This is an optimization exercise on Yosys and OpenROAD, whose aim is small area and a short achievable clock period, not a production implementation.
In this exercise RTL edits were held to simulation tests only and were not proved equivalent to the original.

<file path="flow/design.v">
`timescale 1 ns/1 ns
module dit_fft_8(clk,reset,mode,x,y);
  input clk, reset, mode;
  input [255:0] x;
  output reg [255:0] y;
  wire [255:0] ywire;
  reg [255:0] ymuxout;
  reg [255:0] xmuxout;
  reg [255:0] xreg;
  wire signed [15:0] x20r,x20i,x21r,x21i,x22r,x22i,x23r,x23i,x24r,x24i,x25r,x25i,x26r,x26i,x27r,x27i;
  wire signed [15:0] x10r,x10i,x11r,x11i,x12r,x12i,x13r,x13i,x14r,x14i,x15r,x15i,x16r,x16i,x17r,x17i;
  wire signed [15:0] wn2x13r, wn2x13i, wn2x17r, wn2x17i, wn2x26r, wn2x26i;
  wire signed [31:0] wn1x25r, wn1x25i, wn3x27r, wn3x27i;
  wire signed [15:0] wn1x25rr, wn1x25ir, wn3x27rr, wn3x27ir;
  integer k;
parameter w1r=16'sh0B50; 
parameter w1i=16'shF4B0; 
parameter w3r=16'shF4B0; 
parameter w3i=16'shF4B0; 
always @ (*)
    begin
        case (mode)
            1'b0 : begin xmuxout = x; ymuxout = ywire; end
            1'b1 :
                begin
                  for (k=0;k<8;k=k+1)
                    begin
                      xmuxout[(2*k)*16 +: 16]   = x[(2*k+1)*16 +: 16];
                      xmuxout[(2*k+1)*16 +: 16] = x[(2*k)*16 +: 16];
                      ymuxout[(2*k)*16 +: 16]   = $signed(ywire[(2*k+1)*16 +: 16])>>>3;
                      ymuxout[(2*k+1)*16 +: 16] = $signed(ywire[(2*k)*16 +: 16])>>>3;
                    end
                end
            default: begin xmuxout = x; ymuxout = ywire; end
        endcase
    end
always @ (posedge clk or posedge reset)
begin
    if (reset)
        begin
            xreg <= 256'h0;
            y <= 256'h0;
        end
    else
        begin
            xreg <= xmuxout;
            y <= ymuxout;
        end
end
  bfly4_4 s11(.xr(xreg[15:0]),.xi(xreg[31:16]), .yr(xreg[143:128]), .yi(xreg[159:144]), .x0r(x10r), .x0i(x10i),.x1r(x11r), .x1i(x11i));
  bfly4_4 s12(.xr(xreg[79:64]),.xi(xreg[95:80]), .yr(xreg[207:192]), .yi(xreg[223:208]), .x0r(x12r), .x0i(x12i),.x1r(x13r), .x1i(x13i));
  bfly4_4 s13(.xr(xreg[47:32]),.xi(xreg[63:48]), .yr(xreg[175:160]), .yi(xreg[191:176]), .x0r(x14r), .x0i(x14i),.x1r(x15r), .x1i(x15i));
  bfly4_4 s14(.xr(xreg[111:96]),.xi(xreg[127:112]), .yr(xreg[239:224]), .yi(xreg[255:240]), .x0r(x16r), .x0i(x16i),.x1r(x17r), .x1i(x17i));
  assign wn2x13r = x13i;
  assign wn2x13i = -(x13r);
  assign wn2x17r = x17i;
  assign wn2x17i = -(x17r);
  bfly4_4 s21(.xr(x10r),.xi(x10i), .yr(x12r), .yi(x12i), .x0r(x20r), .x0i(x20i),.x1r(x22r), .x1i(x22i));
  bfly4_4 s22(.xr(x11r),.xi(x11i), .yr(wn2x13r), .yi(wn2x13i), .x0r(x21r), .x0i(x21i),.x1r(x23r), .x1i(x23i));
  bfly4_4 s23(.xr(x14r),.xi(x14i), .yr(x16r), .yi(x16i), .x0r(x24r), .x0i(x24i),.x1r(x26r), .x1i(x26i));
  bfly4_4 s24(.xr(x15r),.xi(x15i), .yr(wn2x17r), .yi(wn2x17i), .x0r(x25r), .x0i(x25i),.x1r(x27r), .x1i(x27i));
  assign wn1x25r = (w1r * x25r) - (w1i * x25i) + 32'sh00000800;
  assign wn1x25i = (w1r * x25i) + (w1i * x25r) + 32'sh00000800;
  assign wn2x26r = x26i;
  assign wn2x26i = -(x26r);
  assign wn3x27r = (w3r * x27r) - (w3i * x27i) + 32'sh00000800;
  assign wn3x27i = (w3r * x27i) + (w3i * x27r) + 32'sh00000800;
  assign wn1x25rr = wn1x25r[27:12];
  assign wn1x25ir = wn1x25i[27:12];
  assign wn3x27rr = wn3x27r[27:12];
  assign wn3x27ir = wn3x27i[27:12];
  bfly4_4 s31(.xr(x20r),.xi(x20i), .yr(x24r), .yi(x24i), .x0r(ywire[15:0]), .x0i(ywire[31:16]),.x1r(ywire[143:128]), .x1i(ywire[159:144]));
  bfly4_4 s32(.xr(x21r),.xi(x21i), .yr(wn1x25rr), .yi(wn1x25ir), .x0r(ywire[47:32]), .x0i(ywire[63:48]),.x1r(ywire[175:160]), .x1i(ywire[191:176]));
  bfly4_4 s33(.xr(x22r),.xi(x22i), .yr(wn2x26r), .yi(wn2x26i), .x0r(ywire[79:64]), .x0i(ywire[95:80]),.x1r(ywire[207:192]), .x1i(ywire[223:208]));
  bfly4_4 s34(.xr(x23r),.xi(x23i), .yr(wn3x27rr), .yi(wn3x27ir), .x0r(ywire[111:96]), .x0i(ywire[127:112]),.x1r(ywire[239:224]), .x1i(ywire[255:240]));
endmodule
module bfly4_4(xr,xi,yr,yi,x0r,x0i,x1r,x1i);
  input signed [15:0]xr,xi,yr,yi;
  output signed [15:0]x0r,x0i,x1r,x1i;
  assign x0r=xr+yr;
  assign x0i=xi+yi;
  assign x1r=xr-yr;
  assign x1i=xi-yi;
endmodule
</file>
<file path="flow/run.sh">
#!/bin/bash
# synth_recipe.tcl (not shown) runs the flow's synth.tcl, then flattens the netlist and writes it again
# the make line also repeats each setting of config.mk as NAME=value (left out here)
make -C /OpenROAD-flow-scripts/flow DESIGN_CONFIG=/design/flow/config.mk WORK_HOME=/design/flow/orfs CLKGATE_MAP_FILE= SYNTH_SCRIPT=/design/flow/synth_recipe.tcl finish
</file>
<file path="flow/config.mk">
export PLATFORM = sky130hd
export DESIGN_NAME = dit_fft_8
export DESIGN_NICKNAME = dit_fft_8
export VERILOG_FILES = /design/flow/design.v
export SDC_FILE = /design/flow/constraint.sdc
export NUM_CORES = 4
export LEC_CHECK = 0
export CAP_MARGIN = 20
export CORE_MARGIN = 2
export CORE_UTILIZATION = 40
export SLEW_MARGIN = 20
</file>
<file path="flow/constraint.sdc">
create_clock -name core_clock -period 12.0 [get_ports {clk}]
set_input_delay 2.4000 -clock core_clock [delete_from_list [all_inputs] [get_ports {clk}]]
set_output_delay 2.4000 -clock core_clock [all_outputs]
set_load 0.01 [all_outputs]
</file>
==> flow_results.xml <==
<?xml version="1.0" encoding="UTF-8"?>
<metrics>
  <group name="critical_path">
    <metric name="worst_r2r_endpoint" unit="">y[254]</metric>
    <metric name="path_buf_inv" unit="">7</metric>
    <metric name="setup.reg_to_reg.worst_slack" unit="ns">0.61</metric>
    <metric name="crit_path_max_incr_delay" unit="ns">0.49</metric>
    <metric name="critical-path-top-cell-by-count" unit="">ha_1</metric>
    <metric name="endpoint_kind" unit="">register</metric>
    <metric name="worstPathArrival" unit="ns">11.97</metric>
    <metric name="crit_path_top_delay_cell" unit="">fa_1</metric>
    <metric name="critical_path_class" unit="">reg -&gt; reg</metric>
    <metric name="launch_point_of_the_worst_reg_to_reg_path" unit="">xreg[32]</metric>
    <metric name="highest_net_fanout_along_the_worst_path" unit="">8</metric>
    <metric name="crit_path_end" unit="">y[254]</metric>
    <metric name="crit_path_from" unit="">xreg[32]</metric>
    <metric name="critPathLaunchType" unit="">register</metric>
    <metric name="crit_family" unit="">adder cells</metric>
    <metric name="critical_path_required" unit="ns">12.58</metric>
    <metric name="worstRegToRegCells" unit="">46</metric>
    <metric name="worst-path-stages" unit="">46</metric>
  </group>
  <group name="floorplan">
    <metric name="top_level_ports" unit="">515</metric>
    <metric name="core_area" unit="mm2">0.173</metric>
    <metric name="die_width" unit="um">421</metric>
    <metric name="fp-row-count" unit="">153</metric>
    <metric name="floorplan.die.height" unit="um">421</metric>
    <metric name="floorplan.initialDensity" unit="%">40.2</metric>
    <metric name="floorplan.die_area" unit="mm2">0.178</metric>
  </group>
  <group name="global_route">
    <metric name="grt_antenna_before_repair" unit="">3</metric>
    <metric name="sum_of_overflow_across_all_layers_after_global_routing" unit="">0</metric>
    <metric name="grt_pass1_wl" unit="mm">340</metric>
    <metric name="grt_util_all_layers" unit="%">25.2</metric>
    <metric name="maximum_number_of_pins_on_one_net_before_global_route_repair" unit="">159</metric>
    <metric name="first_global_vias" unit="">54300</metric>
  </group>
  <group name="yosys">
    <metric name="synth_sequential_area_ratio" unit="%">18.4</metric>
    <metric name="synth_area_in_compound_gates" unit="%">15.4</metric>
    <metric name="synth_cell_types" unit="">87</metric>
    <metric name="synth_adder_area_share" unit="%">32.4</metric>
    <metric name="synth_simple_gate_area_share" unit="%">7.96</metric>
    <metric name="most_area_hungry_cell_type_in_the_yosys_netlist" unit="">ha_1</metric>
    <metric name="syn_area" unit="mm2">0.0697</metric>
    <metric name="post_synth_main_area_contributors" unit="">ha_1, dfrtp_1, xnor2_1, fa_1, inv_1</metric>
    <metric name="number_of_register_bits_inferred_by_synthesis" unit="">512</metric>
    <metric name="synth_flop_cell" unit="">dfrtp_1</metric>
    <metric name="synth-xor-area-share" unit="%">11.4</metric>
    <metric name="synth_edf_count" unit="">0</metric>
    <metric name="yosysWarningCount" unit="">1</metric>
    <metric name="synth_cells" unit="">7849</metric>
    <metric name="synth_top_family_by_area" unit="">adder cells</metric>
    <metric name="synth_top_area_share" unit="%">24.8</metric>
    <metric name="postSynthNetCount" unit="">9755</metric>
    <metric name="post_synth.cell_area_avg" unit="um2">8.88</metric>
    <metric name="synth_mux_area_share" unit="%">6.42</metric>
    <metric name="postSynth.asyncResetShare" unit="%">100</metric>
  </group>
  <group name="detailed_routing">
    <metric name="drt-total-wl" unit="mm">231</metric>
    <metric name="met2RoutedLength" unit="mm">109</metric>
    <metric name="via_count" unit="">55800</metric>
    <metric name="detailedRoute.firstPassIterationCount" unit="">5</metric>
    <metric name="top_layer" unit="">met4</metric>
    <metric name="drc" unit="">0</metric>
    <metric name="wirelength_met1" unit="mm">104</metric>
    <metric name="drt_iter0_drc" unit="">3778</metric>
    <metric name="routed_via_density" unit="">5.20</metric>
    <metric name="routed_wire_length_per_instance" unit="um">21.5</metric>
    <metric name="met3_length" unit="mm">8.98</metric>
    <metric name="detail-route-antenna-nets" unit="">0</metric>
  </group>
  <group name="job">
    <metric name="cap_violations" unit="">0</metric>
  </group>
  <group name="sta">
    <metric name="fmax" unit="MHz">87.8</metric>
    <metric name="finalWorstSetupSlack" unit="ns">0.609</metric>
    <metric name="slew_violations" unit="">0</metric>
    <metric name="setup_viol" unit="">0</metric>
    <metric name="final.period_utilization" unit="%">94.9</metric>
    <metric name="report.final.hold_viol_count" unit="">0</metric>
    <metric name="finalClockSkew" unit="ns">0.0632</metric>
    <metric name="fin_setup_tns" unit="ns">0</metric>
    <metric name="period_needed" unit="ns">11.39</metric>
    <metric name="timing_worst_slew_pin_value" unit="ns">1.13</metric>
    <metric name="maxSlewHeadroom" unit="%">24.4</metric>
  </group>
  <group name="cts">
    <metric name="cts_inserted_buffers" unit="">58</metric>
    <metric name="clock-sinks" unit="">512</metric>
    <metric name="worst_skew_pair_latency" unit="ns">0.70</metric>
    <metric name="cts.clk_slew.worst_paths" unit="ns">0.07</metric>
    <metric name="cts-root-to-sink-buffers" unit="">3</metric>
    <metric name="cts_hold_repair.buffers" unit="">0</metric>
    <metric name="cts_htree_levels" unit="">2</metric>
    <metric name="cts_root_buf" unit="">clkbuf_16</metric>
    <metric name="clock_tree_from_tritoncts" unit="">done</metric>
  </group>
  <group name="finish">
    <metric name="final_net_count" unit="">10300</metric>
    <metric name="layout-drive-gt1-share" unit="%">7.30</metric>
    <metric name="area.sequential" unit="mm2">0.0128</metric>
    <metric name="utilization_of_the_core_after_routing" unit="%">46.3</metric>
    <metric name="multi_input_logic_area" unit="mm2">0.0517</metric>
    <metric name="syn2layout_area_growth" unit="%">15.3</metric>
    <metric name="nFillCells" unit="">17000</metric>
    <metric name="postLayoutCellArea" unit="mm2">0.0803</metric>
  </group>
  <group name="place">
    <metric name="dp_slack" unit="ns">0.287</metric>
    <metric name="detailed_place_hpwl" unit="mm">202</metric>
    <metric name="gp_congestion" unit="">0.984</metric>
    <metric name="post_dp_cell_area" unit="mm2">0.0779</metric>
    <metric name="buffer_ports.inserted" unit="">514</metric>
  </group>
  <group name="hold_path">
    <metric name="beginning_of_the_worst_hold_path" unit="">xreg[206]</metric>
    <metric name="hold_class" unit="">reg -&gt; reg</metric>
  </group>
  <group name="outcome">
    <metric name="run_status" unit="">no timing/DRC/antenna violations</metric>
  </group>
</metrics>
[flip-flops by register name, indices dropped and copies added (netlist names)]
name	count
y	256
xreg	256
[what timing repair did]
action / 4_1_cts / 5_1_grt
setup endpoints to repair: 0 / 56
resized for setup: 0 / 86
buffers inserted: 0 / 7
endpoints found under the hold margin: 0 / 0
[per-layer routing]
metal | global-route usage (%) | vias up
met5 | 0 | -
li1 | - | 27200
met3 | 2.08 | 228
met2 | 42.2 | 1288
met1 | 33.8 | 27100
met4 | 9.31 | 0
[through the flow]
stage               hold slack (ns)  cells
global placement               1.44  10600
finish                         1.44  10700
global route                   1.52  10700
CTS                            1.45  10700
detailed placement             1.43  10600
floorplan                      1.06   7849
[logic make-up after synthesis]
kind of cell | after synthesis
AO/OA/AOI/OAI | 1727
adder cells (fa/ha/maj) | 1647
buffers and inverters | 1487
AND/OR/NAND/NOR | 1180
XOR/XNOR | 885
flip-flops | 512
multiplexers | 411
[final cells by class]
| type | count | share of cell area, % |
|---|---|---|
| Sequential cell | 512 | 15.9 |
| Inverter | 1325 | 6.20 |
| Clock inverter | 28 | 0.438 |
| Multi-Input combinational cell | 5850 | 64.3 |
| Antenna cell | 7 | 0.0218 |
| Clock buffer | 75 | 2.04 |
| Tap cell | 2325 | 3.62 |
| Timing Repair Buffer | 618 | 7.40 |
[worst min-delay path by stage]
stage | to | cells past startpoint
3_3_place_gp | y[143] | 6
6_report | y[143] | 6
3_5_place_dp | y[143] | 6
5_1_grt | y[143] | 6
4_1_cts | y[143] | 6
2_1_floorplan | y[64] | 5
[cell usage after synthesis, types with 63 or more instances]
library cell  count
fa_1            263
clkbuf_1        138
nand2_1         239
o21bai_1        264
xor2_1          183
ha_1           1384
nor2_1          458
nand2b_1         86
mux2i_1         123
a21oi_1         660
nor3_1           87
nand3_1          63
o21ai_0         296
xnor2_1         689
mux2_2          288
inv_1          1319
a21o_1          135
dfrtp_1         512
[cells in the final DEF, fill, tap and decap left out, drive strengths merged, types with 105 or more instances in the layout]
cell	n
fa	263
mux2	288
xor2	184
inv	1328
xnor2	690
nand2	239
a21oi	661
buf	105
mux2i	123
ha	1384
dfrtp	512
o21ai	305
o21bai	264
clkdlybuf4s50	513
a21o	135
nor2	458
[tightest hold or removal path: stages, from the launching register on]
cell and delay (ns):
dfrtp_1 0.40, ha_1 0.17, a221o_1 0.16, xnor2_1 0.17
xnor2_1 0.24, xor2_1 0.18, a21oi_1 0.08

## afterwards: timing with drivers on the ports
Ports are ideal in the flow. The routed layout listed here was re-timed in OpenROAD. Step 1 (the two cells are an assumption about what drives the block):
set clk [get_ports {clk}]
set_driving_cell -lib_cell sky130_fd_sc_hd__clkbuf_16 $clk
set_driving_cell -lib_cell sky130_fd_sc_hd__buf_2 [delete_from_list [all_inputs] $clk]
Step 2, shift: input delay + t, output delay - t, t = (earliest + latest rising clock arrival at the registers) / 2. This alone moves slack from input paths to output paths. Slacks: ideal / step 1 / step 2; pairs: ideal / step 1.
t, ns: 0.762
setup WS [ns]: 0.609 / 0.609 / 0.609
worst slew at a driven data input, ns: 0.07
pins driven straight from the clock port: 1
After both steps this run still meets setup and hold. For this run, drivers alone change the setup slack by 0.000 ns; drivers and shift together by 0.000 ns.
